Context: an optimization exercise on an open-source flow, tuned for small area and a short achievable clock period. The choices shown serve that exercise and are no tape-out recipe. In this exercise RTL edits were held to simulation tests only and were not proved equivalent to the original.

==> run X <==
==> flow/design.v <==
`timescale 1ns/1ps
module dit_fft_8 (
    input [15:0] in0_r, in1_r, in2_r, in3_r, in4_r, in5_r, in6_r, in7_r,
    input [15:0] in0_i, in1_i, in2_i, in3_i, in4_i, in5_i, in6_i, in7_i,
    input clk, RST_N, write, start,
    output [15:0] out0_r, out1_r, out2_r, out3_r, out4_r, out5_r, out6_r, out7_r,
    output [15:0] out0_i, out1_i, out2_i, out3_i, out4_i, out5_i, out6_i, out7_i,
    output ready
);
    reg  [15:0] a_r [0:7];      
    reg  [15:0] a_i [0:7];
    reg  [2:0]  w;              
    reg  [15:0] b_r [0:7];      
    reg  [15:0] b_i [0:7];
    reg  [15:0] c_r [0:7];      
    reg  [15:0] c_i [0:7];
    reg  [7:0]  kl [0:3];
    reg         kc [0:3];
    reg  [6:0]  kh0 [0:3];
    reg  [6:0]  kh1 [0:3];
    reg  [15:0] d_r [0:7];      
    reg  [15:0] d_i [0:7];
    reg  [15:0] o_r [0:7];      
    reg  [15:0] o_i [0:7];
    reg  [3:0]  rdy;
    wire [15:0] x_r [0:7];
    wire [15:0] x_i [0:7];
    wire [15:0] s1_r [0:7];
    wire [15:0] s1_i [0:7];
    wire [15:0] s2_r [0:7];
    wire [15:0] s2_i [0:7];
    wire [7:0]  n_kl [0:3];
    wire        n_kc [0:3];
    wire [6:0]  n_kh0 [0:3];
    wire [6:0]  n_kh1 [0:3];
    wire [14:0] kv [0:3];
    wire [15:0] tw_r [0:7];
    wire [15:0] tw_i [0:7];
    wire [15:0] s3_r [0:7];
    wire [15:0] s3_i [0:7];
    assign x_r[0] = in0_r; assign x_r[1] = in1_r; assign x_r[2] = in2_r; assign x_r[3] = in3_r;
    assign x_r[4] = in4_r; assign x_r[5] = in5_r; assign x_r[6] = in6_r; assign x_r[7] = in7_r;
    assign x_i[0] = in0_i; assign x_i[1] = in1_i; assign x_i[2] = in2_i; assign x_i[3] = in3_i;
    assign x_i[4] = in4_i; assign x_i[5] = in5_i; assign x_i[6] = in6_i; assign x_i[7] = in7_i;
    integer k;
    always @(posedge clk) begin
        w <= {w[1:0], write & RST_N};
        for (k = 0; k < 8; k = k + 1) begin
            a_r[k] <= s1_r[k];
            a_i[k] <= s1_i[k];
            b_r[k] <= s2_r[k];
            b_i[k] <= s2_i[k];
            c_r[k] <= b_r[k];
            c_i[k] <= b_i[k];
            if (w[2]) begin
                d_r[k] <= tw_r[k];
                d_i[k] <= tw_i[k];
            end
            o_r[k] <= s3_r[k];
            o_i[k] <= s3_i[k];
        end
        for (k = 0; k < 4; k = k + 1) begin
            kl[k]  <= n_kl[k];
            kc[k]  <= n_kc[k];
            kh0[k] <= n_kh0[k];
            kh1[k] <= n_kh1[k];
        end
        if (RST_N == 1'b0)
            rdy <= 4'b0000;
        else
            rdy <= {rdy[2:0], start};
    end
    assign ready = rdy[3];
    bfly u10r (x_r[0], x_r[4], s1_r[0], s1_r[1]);
    bfly u10i (x_i[0], x_i[4], s1_i[0], s1_i[1]);
    bfly u11r (x_r[2], x_r[6], s1_r[2], s1_r[3]);
    bfly u11i (x_i[2], x_i[6], s1_i[2], s1_i[3]);
    bfly u12r (x_r[1], x_r[5], s1_r[4], s1_r[5]);
    bfly u12i (x_i[1], x_i[5], s1_i[4], s1_i[5]);
    bfly u13r (x_r[3], x_r[7], s1_r[6], s1_r[7]);
    bfly u13i (x_i[3], x_i[7], s1_i[6], s1_i[7]);
    bfly u20a (a_r[0], a_r[2], s2_r[0], s2_r[2]);
    bfly u20b (a_i[0], a_i[2], s2_i[0], s2_i[2]);
    bfly u20c (a_r[1], a_i[3], s2_r[1], s2_r[3]);
    bfly u20d (a_i[1], a_r[3], s2_i[3], s2_i[1]);
    bfly u21a (a_r[4], a_r[6], s2_r[4], s2_r[6]);
    bfly u21b (a_i[4], a_i[6], s2_i[4], s2_i[6]);
    bfly u21c (a_r[5], a_i[7], s2_r[5], s2_r[7]);
    bfly u21d (a_i[5], a_r[7], s2_i[7], s2_i[5]);
    twk ukfr (b_r[5][14:0], n_kl[0], n_kc[0], n_kh0[0], n_kh1[0]);
    twk ukfi (b_i[5][14:0], n_kl[1], n_kc[1], n_kh0[1], n_kh1[1]);
    twk ukhr (b_r[7][14:0], n_kl[2], n_kc[2], n_kh0[2], n_kh1[2]);
    twk ukhi (b_i[7][14:0], n_kl[3], n_kc[3], n_kh0[3], n_kh1[3]);
    genvar g;
    generate
        for (g = 0; g < 4; g = g + 1) begin : ksel
            assign kv[g] = {kc[g] ? kh1[g] : kh0[g], kl[g]};
        end
    endgenerate
    bfly ucf ({c_i[5][15], kv[1]}, {c_r[5][15], kv[0]}, tw_r[5], tw_i[5]);
    bfly uch ({~c_r[7][15], kv[2]}, {c_i[7][15], kv[3]}, tw_r[7], tw_i[7]);
    generate
        for (g = 0; g < 8; g = g + 1) begin : pass
            if (g != 5 && g != 7) begin : p
                assign tw_r[g] = c_r[g];
                assign tw_i[g] = c_i[g];
            end
        end
    endgenerate
    bfly u30r (d_r[0], d_r[4], s3_r[0], s3_r[4]);
    bfly u30i (d_i[0], d_i[4], s3_i[0], s3_i[4]);
    bfly u31r (d_r[1], d_r[5], s3_r[1], s3_r[5]);
    bfly u31i (d_i[1], d_i[5], s3_i[1], s3_i[5]);
    bfly u32r (d_r[2], d_i[6], s3_r[2], s3_i[6]);
    bfly u32i (d_i[2], d_r[6], s3_r[6], s3_i[2]);
    bfly u33r (d_r[3], d_r[7], s3_r[3], s3_r[7]);
    bfly u33i (d_i[3], d_i[7], s3_i[3], s3_i[7]);
    assign out0_r = o_r[0]; assign out1_r = o_r[1]; assign out2_r = o_r[2]; assign out3_r = o_r[3];
    assign out4_r = o_r[4]; assign out5_r = o_r[5]; assign out6_r = o_r[6]; assign out7_r = o_r[7];
    assign out0_i = o_i[0]; assign out1_i = o_i[1]; assign out2_i = o_i[2]; assign out3_i = o_i[3];
    assign out4_i = o_i[4]; assign out5_i = o_i[5]; assign out6_i = o_i[6]; assign out7_i = o_i[7];
endmodule
module bfly (input [15:0] x, input [15:0] y, output [15:0] p, output [15:0] m);
    wire        sx = x[15];
    wire        sy = y[15];
    wire [14:0] mx = x[14:0];
    wire [14:0] my = y[14:0];
    wire [14:0] sum = mx + my;
    wire [14:0] pp = ~(mx ^ my);
    wire [14:0] gg = mx & ~my;
    wire [14:0] G, P;            
    prefix15 upf (gg, pp, G, P);
    wire [14:0] cin0 = {G[13:0], 1'b0};             
    wire [14:0] cin1 = {G[13:0] | P[13:0], 1'b1};   
    wire        gt  = G[14];
    wire        lt  = ~G[14] & ~P[14];
    wire [14:0] dif = gt ? (pp ^ cin1) : ~(pp ^ cin0);
    wire        ds  = (gt & sx) | (lt & ~sx);
    wire eq = ~(sx ^ sy);
    assign p = eq ? {sx, sum} : {ds, dif};
    assign m = eq ? {ds, dif} : {sx, sum};
endmodule
module prefix15 (input [14:0] g, input [14:0] p, output [14:0] G, output [14:0] P);
    wire [14:0] g1, p1, g2, p2, g3, p3, g4, p4;
    genvar i;
    generate
        for (i = 0; i < 15; i = i + 1) begin : l1
            if (i % 2 == 1) begin : c
                assign g1[i] = g[i] | (p[i] & g[i-1]);
                assign p1[i] = p[i] & p[i-1];
            end else begin : n
                assign g1[i] = g[i];
                assign p1[i] = p[i];
            end
        end
        for (i = 0; i < 15; i = i + 1) begin : l2
            if (i % 4 >= 2) begin : c
                assign g2[i] = g1[i] | (p1[i] & g1[(i/4)*4+1]);
                assign p2[i] = p1[i] & p1[(i/4)*4+1];
            end else begin : n
                assign g2[i] = g1[i];
                assign p2[i] = p1[i];
            end
        end
        for (i = 0; i < 15; i = i + 1) begin : l3
            if (i % 8 >= 4) begin : c
                assign g3[i] = g2[i] | (p2[i] & g2[(i/8)*8+3]);
                assign p3[i] = p2[i] & p2[(i/8)*8+3];
            end else begin : n
                assign g3[i] = g2[i];
                assign p3[i] = p2[i];
            end
        end
        for (i = 0; i < 15; i = i + 1) begin : l4
            if (i >= 8) begin : c
                assign g4[i] = g3[i] | (p3[i] & g3[7]);
                assign p4[i] = p3[i] & p3[7];
            end else begin : n
                assign g4[i] = g3[i];
                assign p4[i] = p3[i];
            end
        end
    endgenerate
    assign G = g4;
    assign P = p4;
endmodule
module twk (input [14:0] m, output [7:0] lo, output co, output [6:0] hi0, output [6:0] hi1);
    wire [14:0] a = m >> 1;
    wire [14:0] b = m >> 3;
    wire [14:0] c = m >> 4;
    wire [14:0] d = m >> 6;
    wire [14:0] e = m >> 8;
    wire [14:0] f = m >> 14;
    wire [14:0] s1 = a ^ b ^ c;
    wire [14:0] c1 = ((a & b) | (a & c) | (b & c)) << 1;
    wire [14:0] s2 = d ^ e ^ f;
    wire [14:0] c2 = ((d & e) | (d & f) | (e & f)) << 1;
    wire [14:0] s3 = s1 ^ c1 ^ s2;
    wire [14:0] c3 = ((s1 & c1) | (s1 & s2) | (c1 & s2)) << 1;
    wire [14:0] s4 = s3 ^ c3 ^ c2;
    wire [14:0] c4 = ((s3 & c3) | (s3 & c2) | (c3 & c2)) << 1;
    wire [8:0]  l  = s4[7:0] + c4[7:0];
    assign lo = l[7:0];
    assign co = l[8];
    wire [6:0] hp = s4[14:8] ^ c4[14:8];
    wire [6:0] hg = s4[14:8] & c4[14:8];
    wire [6:0] G, P;
    prefix7 upf (hg, hp, G, P);
    assign hi0 = hp ^ {G[5:0], 1'b0};
    assign hi1 = hp ^ {G[5:0] | P[5:0], 1'b1};
endmodule
module prefix7 (input [6:0] g, input [6:0] p, output [6:0] G, output [6:0] P);
    wire [6:0] g1, p1, g2, p2;
    genvar i;
    generate
        for (i = 0; i < 7; i = i + 1) begin : l1
            if (i % 2 == 1) begin : c
                assign g1[i] = g[i] | (p[i] & g[i-1]);
                assign p1[i] = p[i] & p[i-1];
            end else begin : n
                assign g1[i] = g[i];
                assign p1[i] = p[i];
            end
        end
        for (i = 0; i < 7; i = i + 1) begin : l2
            if (i % 4 >= 2) begin : c
                assign g2[i] = g1[i] | (p1[i] & g1[(i/4)*4+1]);
                assign p2[i] = p1[i] & p1[(i/4)*4+1];
            end else begin : n
                assign g2[i] = g1[i];
                assign p2[i] = p1[i];
            end
        end
        for (i = 0; i < 7; i = i + 1) begin : l3
            if (i >= 4) begin : c
                assign G[i] = g2[i] | (p2[i] & g2[3]);
                assign P[i] = p2[i] & p2[3];
            end else begin : n
                assign G[i] = g2[i];
                assign P[i] = p2[i];
            end
        end
    endgenerate
endmodule
==> flow/flow/run.sh <==
#!/bin/bash
# Standard layout, with the resizer's setup repair aimed below the clock period
# so that it works on the paths that set the achieved period.
set -euo pipefail
bash standard.sh SETUP_SLACK_MARGIN=6.8 finish > standard.log 2>&1
==> flow/standard.sh <==
#!/bin/bash
# synth_recipe.tcl (not shown) runs the flow's synth.tcl, then flattens the netlist and writes it again
# the make line also repeats each setting of config.mk as NAME=value (left out here)
make -C /OpenROAD-flow-scripts/flow DESIGN_CONFIG=/design/flow/config.mk WORK_HOME=/design/flow/orfs CLKGATE_MAP_FILE= SYNTH_SCRIPT=/design/flow/synth_recipe.tcl "${@:-finish}"
==> flow/config.mk <==
export PLATFORM = sky130hd
export DESIGN_NAME = dit_fft_8
export DESIGN_NICKNAME = dit_fft_8
export VERILOG_FILES = /design/flow/design.v
export SDC_FILE = /design/flow/constraint.sdc
export NUM_CORES = 4
export LEC_CHECK = 0
export CAP_MARGIN = 20
export CORE_MARGIN = 2
export CORE_UTILIZATION = 55
export PLACE_DENSITY = 0.65
export SLEW_MARGIN = 20
==> flow/constraint.sdc <==
create_clock -name core_clock -period 10.0 [get_ports {clk}]
set_input_delay 2.0000 -clock core_clock [delete_from_list [all_inputs] [get_ports {clk}]]
set_output_delay 2.0000 -clock core_clock [all_outputs]
set_load 0.01 [all_outputs]
==> run B: changes against run X <==
--- a/flow/design.v
+++ b/flow/design.v
@@ -7,8 +7,11 @@
     output [15:0] out0_i, out1_i, out2_i, out3_i, out4_i, out5_i, out6_i, out7_i,
     output ready
 );
-    reg  [15:0] a_r [0:7];      
-    reg  [15:0] a_i [0:7];
+    reg  [14:0] as [0:7];
+    reg  [14:0] ad [0:7];
+    reg         asx [0:7];
+    reg         ads [0:7];
+    reg         aeq [0:7];
     reg  [2:0]  w;              
     reg  [15:0] b_r [0:7];      
     reg  [15:0] b_i [0:7];
@@ -25,8 +28,13 @@
     reg  [3:0]  rdy;
     wire [15:0] x_r [0:7];
     wire [15:0] x_i [0:7];
-    wire [15:0] s1_r [0:7];
-    wire [15:0] s1_i [0:7];
+    wire [14:0] n_as [0:7];
+    wire [14:0] n_ad [0:7];
+    wire        n_asx [0:7];
+    wire        n_ads [0:7];
+    wire        n_aeq [0:7];
+    wire [15:0] a_r [0:7];
+    wire [15:0] a_i [0:7];
     wire [15:0] s2_r [0:7];
     wire [15:0] s2_i [0:7];
     wire [7:0]  n_kl [0:3];
@@ -46,8 +54,11 @@
     always @(posedge clk) begin
         w <= {w[1:0], write & RST_N};
         for (k = 0; k < 8; k = k + 1) begin
-            a_r[k] <= s1_r[k];
-            a_i[k] <= s1_i[k];
+            as[k]  <= n_as[k];
+            ad[k]  <= n_ad[k];
+            asx[k] <= n_asx[k];
+            ads[k] <= n_ads[k];
+            aeq[k] <= n_aeq[k];
             b_r[k] <= s2_r[k];
             b_i[k] <= s2_i[k];
             c_r[k] <= b_r[k];
@@ -71,14 +82,22 @@
             rdy <= {rdy[2:0], start};
     end
     assign ready = rdy[3];
-    bfly u10r (x_r[0], x_r[4], s1_r[0], s1_r[1]);
-    bfly u10i (x_i[0], x_i[4], s1_i[0], s1_i[1]);
-    bfly u11r (x_r[2], x_r[6], s1_r[2], s1_r[3]);
-    bfly u11i (x_i[2], x_i[6], s1_i[2], s1_i[3]);
-    bfly u12r (x_r[1], x_r[5], s1_r[4], s1_r[5]);
-    bfly u12i (x_i[1], x_i[5], s1_i[4], s1_i[5]);
-    bfly u13r (x_r[3], x_r[7], s1_r[6], s1_r[7]);
-    bfly u13i (x_i[3], x_i[7], s1_i[6], s1_i[7]);
+    bfly_ops u10r (x_r[0], x_r[4], n_as[0], n_ad[0], n_asx[0], n_ads[0], n_aeq[0]);
+    bfly_ops u10i (x_i[0], x_i[4], n_as[1], n_ad[1], n_asx[1], n_ads[1], n_aeq[1]);
+    bfly_ops u11r (x_r[2], x_r[6], n_as[2], n_ad[2], n_asx[2], n_ads[2], n_aeq[2]);
+    bfly_ops u11i (x_i[2], x_i[6], n_as[3], n_ad[3], n_asx[3], n_ads[3], n_aeq[3]);
+    bfly_ops u12r (x_r[1], x_r[5], n_as[4], n_ad[4], n_asx[4], n_ads[4], n_aeq[4]);
+    bfly_ops u12i (x_i[1], x_i[5], n_as[5], n_ad[5], n_asx[5], n_ads[5], n_aeq[5]);
+    bfly_ops u13r (x_r[3], x_r[7], n_as[6], n_ad[6], n_asx[6], n_ads[6], n_aeq[6]);
+    bfly_ops u13i (x_i[3], x_i[7], n_as[7], n_ad[7], n_asx[7], n_ads[7], n_aeq[7]);
+    bfly_swap v10r (as[0], ad[0], asx[0], ads[0], aeq[0], a_r[0], a_r[1]);
+    bfly_swap v10i (as[1], ad[1], asx[1], ads[1], aeq[1], a_i[0], a_i[1]);
+    bfly_swap v11r (as[2], ad[2], asx[2], ads[2], aeq[2], a_r[2], a_r[3]);
+    bfly_swap v11i (as[3], ad[3], asx[3], ads[3], aeq[3], a_i[2], a_i[3]);
+    bfly_swap v12r (as[4], ad[4], asx[4], ads[4], aeq[4], a_r[4], a_r[5]);
+    bfly_swap v12i (as[5], ad[5], asx[5], ads[5], aeq[5], a_i[4], a_i[5]);
+    bfly_swap v13r (as[6], ad[6], asx[6], ads[6], aeq[6], a_r[6], a_r[7]);
+    bfly_swap v13i (as[7], ad[7], asx[7], ads[7], aeq[7], a_i[6], a_i[7]);
     bfly u20a (a_r[0], a_r[2], s2_r[0], s2_r[2]);
     bfly u20b (a_i[0], a_i[2], s2_i[0], s2_i[2]);
     bfly u20c (a_r[1], a_i[3], s2_r[1], s2_r[3]);
@@ -121,11 +140,22 @@
     assign out4_i = o_i[4]; assign out5_i = o_i[5]; assign out6_i = o_i[6]; assign out7_i = o_i[7];
 endmodule
 module bfly (input [15:0] x, input [15:0] y, output [15:0] p, output [15:0] m);
-    wire        sx = x[15];
+    wire [14:0] sum, dif;
+    wire        sx, ds, eq;
+    bfly_ops  uo (x, y, sum, dif, sx, ds, eq);
+    bfly_swap us (sum, dif, sx, ds, eq, p, m);
+endmodule
+module bfly_ops (input [15:0] x, input [15:0] y, output [14:0] sum, output [14:0] dif,
+                 output sx, output ds, output eq);
     wire        sy = y[15];
     wire [14:0] mx = x[14:0];
     wire [14:0] my = y[14:0];
-    wire [14:0] sum = mx + my;
+    assign sx = x[15];
+    wire [14:0] hp = mx ^ my;
+    wire [14:0] hg = mx & my;
+    wire [14:0] HG, HP;
+    prefix15 ups (hg, hp, HG, HP);
+    assign sum = hp ^ {HG[13:0], 1'b0};
     wire [14:0] pp = ~(mx ^ my);
     wire [14:0] gg = mx & ~my;
     wire [14:0] G, P;            
@@ -134,9 +164,12 @@
     wire [14:0] cin1 = {G[13:0] | P[13:0], 1'b1};   
     wire        gt  = G[14];
     wire        lt  = ~G[14] & ~P[14];
-    wire [14:0] dif = gt ? (pp ^ cin1) : ~(pp ^ cin0);
-    wire        ds  = (gt & sx) | (lt & ~sx);
-    wire eq = ~(sx ^ sy);
+    assign dif = gt ? (pp ^ cin1) : ~(pp ^ cin0);
+    assign ds  = (gt & sx) | (lt & ~sx);
+    assign eq  = ~(sx ^ sy);
+endmodule
+module bfly_swap (input [14:0] sum, input [14:0] dif, input sx, input ds, input eq,
+                  output [15:0] p, output [15:0] m);
     assign p = eq ? {sx, sum} : {ds, dif};
     assign m = eq ? {ds, dif} : {sx, sum};
 endmodule
==> flow/flow/run.sh (replaced) <==
#!/bin/bash
# Standard layout, with the resizer's setup repair aimed below the clock period
# so that it works on the paths that set the achieved period, and plain
# buffers on the ports.
set -euo pipefail
bash standard.sh SETUP_SLACK_MARGIN=6.1 "BUFFER_PORTS_ARGS=-buffer_cell sky130_fd_sc_hd__buf_2" finish > standard.log 2>&1
Settings changed: CTS_BUF_LIST set to sky130_fd_sc_hd__clkbuf_8.
==> run Y: changes against run X <==
--- a/flow/design.v
+++ b/flow/design.v
@@ -7,10 +7,15 @@
     output [15:0] out0_i, out1_i, out2_i, out3_i, out4_i, out5_i, out6_i, out7_i,
     output ready
 );
-    reg  [15:0] a_r [0:7];      
-    reg  [15:0] a_i [0:7];
+    reg  [15:0] xa_r [0:3];
+    reg  [15:0] xa_i [0:3];
+    reg  [14:0] ps_sum [0:3];
+    reg  [14:0] ps_dif [0:3];
+    reg         ps_sx [0:3];
+    reg         ps_ds [0:3];
+    reg         ps_eq [0:3];
     reg  [2:0]  w;              
-    reg  [15:0] b_r [0:7];      
+    reg  [15:0] b_r [0:7];
     reg  [15:0] b_i [0:7];
     reg  [15:0] c_r [0:7];      
     reg  [15:0] c_i [0:7];
@@ -18,15 +23,20 @@
     reg         kc [0:3];
     reg  [6:0]  kh0 [0:3];
     reg  [6:0]  kh1 [0:3];
-    reg  [15:0] d_r [0:7];      
+    reg  [15:0] d_r [0:7];
     reg  [15:0] d_i [0:7];
-    reg  [15:0] o_r [0:7];      
+    reg  [15:0] o_r [0:7];
     reg  [15:0] o_i [0:7];
     reg  [3:0]  rdy;
-    wire [15:0] x_r [0:7];
-    wire [15:0] x_i [0:7];
-    wire [15:0] s1_r [0:7];
-    wire [15:0] s1_i [0:7];
+    wire [14:0] n_sum [0:3];
+    wire [14:0] n_dif [0:3];
+    wire        n_sx [0:3];
+    wire        n_ds [0:3];
+    wire        n_eq [0:3];
+    wire [15:0] a_r [0:7];      
+    wire [15:0] a_i [0:7];
+    wire [15:0] s1_r [0:3];
+    wire [15:0] s1_i [0:3];
     wire [15:0] s2_r [0:7];
     wire [15:0] s2_i [0:7];
     wire [7:0]  n_kl [0:3];
@@ -38,32 +48,39 @@
     wire [15:0] tw_i [0:7];
     wire [15:0] s3_r [0:7];
     wire [15:0] s3_i [0:7];
-    assign x_r[0] = in0_r; assign x_r[1] = in1_r; assign x_r[2] = in2_r; assign x_r[3] = in3_r;
-    assign x_r[4] = in4_r; assign x_r[5] = in5_r; assign x_r[6] = in6_r; assign x_r[7] = in7_r;
-    assign x_i[0] = in0_i; assign x_i[1] = in1_i; assign x_i[2] = in2_i; assign x_i[3] = in3_i;
-    assign x_i[4] = in4_i; assign x_i[5] = in5_i; assign x_i[6] = in6_i; assign x_i[7] = in7_i;
     integer k;
     always @(posedge clk) begin
+        xa_r[0] <= in0_r; xa_r[1] <= in4_r; xa_r[2] <= in2_r; xa_r[3] <= in6_r;
+        xa_i[0] <= in0_i; xa_i[1] <= in4_i; xa_i[2] <= in2_i; xa_i[3] <= in6_i;
         w <= {w[1:0], write & RST_N};
-        for (k = 0; k < 8; k = k + 1) begin
-            a_r[k] <= s1_r[k];
-            a_i[k] <= s1_i[k];
-            b_r[k] <= s2_r[k];
-            b_i[k] <= s2_i[k];
+        for (k = 0; k < 4; k = k + 1) begin
+            ps_sum[k]  <= n_sum[k];
+            ps_dif[k]  <= n_dif[k];
+            ps_sx[k]   <= n_sx[k];
+            ps_ds[k]   <= n_ds[k];
+            ps_eq[k]   <= n_eq[k];
+            b_r[k]     <= s1_r[k];
+            b_i[k]     <= s1_i[k];
+            b_r[k+4]   <= s2_r[k+4];
+            b_i[k+4]   <= s2_i[k+4];
+            c_r[k]     <= s2_r[k];
+            c_i[k]     <= s2_i[k];
+            kl[k]      <= n_kl[k];
+            kc[k]      <= n_kc[k];
+            kh0[k]     <= n_kh0[k];
+            kh1[k]     <= n_kh1[k];
+        end
+        for (k = 4; k < 8; k = k + 1) begin
             c_r[k] <= b_r[k];
             c_i[k] <= b_i[k];
+        end
+        for (k = 0; k < 8; k = k + 1) begin
             if (w[2]) begin
                 d_r[k] <= tw_r[k];
                 d_i[k] <= tw_i[k];
             end
             o_r[k] <= s3_r[k];
             o_i[k] <= s3_i[k];
-        end
-        for (k = 0; k < 4; k = k + 1) begin
-            kl[k]  <= n_kl[k];
-            kc[k]  <= n_kc[k];
-            kh0[k] <= n_kh0[k];
-            kh1[k] <= n_kh1[k];
         end
         if (RST_N == 1'b0)
             rdy <= 4'b0000;
@@ -71,14 +88,20 @@
             rdy <= {rdy[2:0], start};
     end
     assign ready = rdy[3];
-    bfly u10r (x_r[0], x_r[4], s1_r[0], s1_r[1]);
-    bfly u10i (x_i[0], x_i[4], s1_i[0], s1_i[1]);
-    bfly u11r (x_r[2], x_r[6], s1_r[2], s1_r[3]);
-    bfly u11i (x_i[2], x_i[6], s1_i[2], s1_i[3]);
-    bfly u12r (x_r[1], x_r[5], s1_r[4], s1_r[5]);
-    bfly u12i (x_i[1], x_i[5], s1_i[4], s1_i[5]);
-    bfly u13r (x_r[3], x_r[7], s1_r[6], s1_r[7]);
-    bfly u13i (x_i[3], x_i[7], s1_i[6], s1_i[7]);
+    bfly u10r (xa_r[0], xa_r[1], s1_r[0], s1_r[1]);
+    bfly u10i (xa_i[0], xa_i[1], s1_i[0], s1_i[1]);
+    bfly u11r (xa_r[2], xa_r[3], s1_r[2], s1_r[3]);
+    bfly u11i (xa_i[2], xa_i[3], s1_i[2], s1_i[3]);
+    assign a_r[0] = b_r[0]; assign a_r[1] = b_r[1]; assign a_r[2] = b_r[2]; assign a_r[3] = b_r[3];
+    assign a_i[0] = b_i[0]; assign a_i[1] = b_i[1]; assign a_i[2] = b_i[2]; assign a_i[3] = b_i[3];
+    bfly_ops u12r (in1_r, in5_r, n_sum[0], n_dif[0], n_sx[0], n_ds[0], n_eq[0]);
+    bfly_ops u12i (in1_i, in5_i, n_sum[1], n_dif[1], n_sx[1], n_ds[1], n_eq[1]);
+    bfly_ops u13r (in3_r, in7_r, n_sum[2], n_dif[2], n_sx[2], n_ds[2], n_eq[2]);
+    bfly_ops u13i (in3_i, in7_i, n_sum[3], n_dif[3], n_sx[3], n_ds[3], n_eq[3]);
+    bfly_swap v12r (ps_sum[0], ps_dif[0], ps_sx[0], ps_ds[0], ps_eq[0], a_r[4], a_r[5]);
+    bfly_swap v12i (ps_sum[1], ps_dif[1], ps_sx[1], ps_ds[1], ps_eq[1], a_i[4], a_i[5]);
+    bfly_swap v13r (ps_sum[2], ps_dif[2], ps_sx[2], ps_ds[2], ps_eq[2], a_r[6], a_r[7]);
+    bfly_swap v13i (ps_sum[3], ps_dif[3], ps_sx[3], ps_ds[3], ps_eq[3], a_i[6], a_i[7]);
     bfly u20a (a_r[0], a_r[2], s2_r[0], s2_r[2]);
     bfly u20b (a_i[0], a_i[2], s2_i[0], s2_i[2]);
     bfly u20c (a_r[1], a_i[3], s2_r[1], s2_r[3]);
@@ -121,11 +144,22 @@
     assign out4_i = o_i[4]; assign out5_i = o_i[5]; assign out6_i = o_i[6]; assign out7_i = o_i[7];
 endmodule
 module bfly (input [15:0] x, input [15:0] y, output [15:0] p, output [15:0] m);
-    wire        sx = x[15];
+    wire [14:0] sum, dif;
+    wire        sx, ds, eq;
+    bfly_ops  uo (x, y, sum, dif, sx, ds, eq);
+    bfly_swap us (sum, dif, sx, ds, eq, p, m);
+endmodule
+module bfly_ops (input [15:0] x, input [15:0] y, output [14:0] sum, output [14:0] dif,
+                 output sx, output ds, output eq);
     wire        sy = y[15];
     wire [14:0] mx = x[14:0];
     wire [14:0] my = y[14:0];
-    wire [14:0] sum = mx + my;
+    assign sx = x[15];
+    wire [14:0] hp = mx ^ my;
+    wire [14:0] hg = mx & my;
+    wire [14:0] HG, HP;
+    prefix15 ups (hg, hp, HG, HP);
+    assign sum = hp ^ {HG[13:0], 1'b0};
     wire [14:0] pp = ~(mx ^ my);
     wire [14:0] gg = mx & ~my;
     wire [14:0] G, P;            
@@ -134,9 +168,12 @@
     wire [14:0] cin1 = {G[13:0] | P[13:0], 1'b1};   
     wire        gt  = G[14];
     wire        lt  = ~G[14] & ~P[14];
-    wire [14:0] dif = gt ? (pp ^ cin1) : ~(pp ^ cin0);
-    wire        ds  = (gt & sx) | (lt & ~sx);
-    wire eq = ~(sx ^ sy);
+    assign dif = gt ? (pp ^ cin1) : ~(pp ^ cin0);
+    assign ds  = (gt & sx) | (lt & ~sx);
+    assign eq  = ~(sx ^ sy);
+endmodule
+module bfly_swap (input [14:0] sum, input [14:0] dif, input sx, input ds, input eq,
+                  output [15:0] p, output [15:0] m);
     assign p = eq ? {sx, sum} : {ds, dif};
     assign m = eq ? {ds, dif} : {sx, sum};
 endmodule
==> flow/flow/run.sh (replaced) <==
#!/bin/bash
# Standard layout, with the resizer's setup repair aimed below the clock period
# so that it works on the paths that set the achieved period, plain buffers on
# the ports, and a clock tree without dummy loads.
set -euo pipefail
bash standard.sh SETUP_SLACK_MARGIN=6.2 "BUFFER_PORTS_ARGS=-buffer_cell sky130_fd_sc_hd__buf_1" \
  "CTS_ARGS=-sink_clustering_enable -repair_clock_nets -sink_clustering_size 24 -sink_clustering_max_diameter 90 -dont_use_dummy_load" \
  finish > standard.log 2>&1
Settings changed: CORE_UTILIZATION 55 to 68, CTS_CLUSTER_DIAMETER set to 90, CTS_CLUSTER_SIZE set to 24, PLACE_DENSITY 0.65 to 0.78.
==> summary.txt <==
Synthesized cell count, lowest first: run B, run Y, run X.
Fmax, highest first: run Y, run X, run B.
Critical path depth: run X > run Y > run B.
Against run X, the design area of run B is lower by 18%.
The highest clock skew belongs to run Y, the lowest to run X.
The lowest synthesized area belongs to run B, the highest to run X.
The lowest first-iteration DRC count belongs to run B, the highest to run X.

==> re-timing with driven ports <==
In the flow no input, the clock included, has a driving cell. The finished layouts below were timed again as built, in two steps. Step 1 assumes that a clkbuf_16 drives the clock port and a buf_2 every other input. Step 2 times the ports against the registers' clock, not the clock port: input delays grow and output delays shrink by t, the midpoint of the rising clock arrivals with the driver on. a / b / c = ideal ports / drivers / drivers and shift; a / b = the first two.
run | shift t [ns] | slack for setup (ns) | worst slew at a driven data input, ns | pins driven straight from the clock port
run X | 0.863 | 6.239 / 6.275 / 5.412 | 0.16 | 1
run B | 0.994 | 6.182 / 6.182 / 5.264 | 0.10 | 1
run Y | 0.740 | 6.241 / 6.284 / 5.547 | 0.08 | 1
After both steps every run listed still meets setup and hold. The setup slack of run B, which loses most, moves by 0.000 ns with the drivers and by -0.918 ns with both steps.
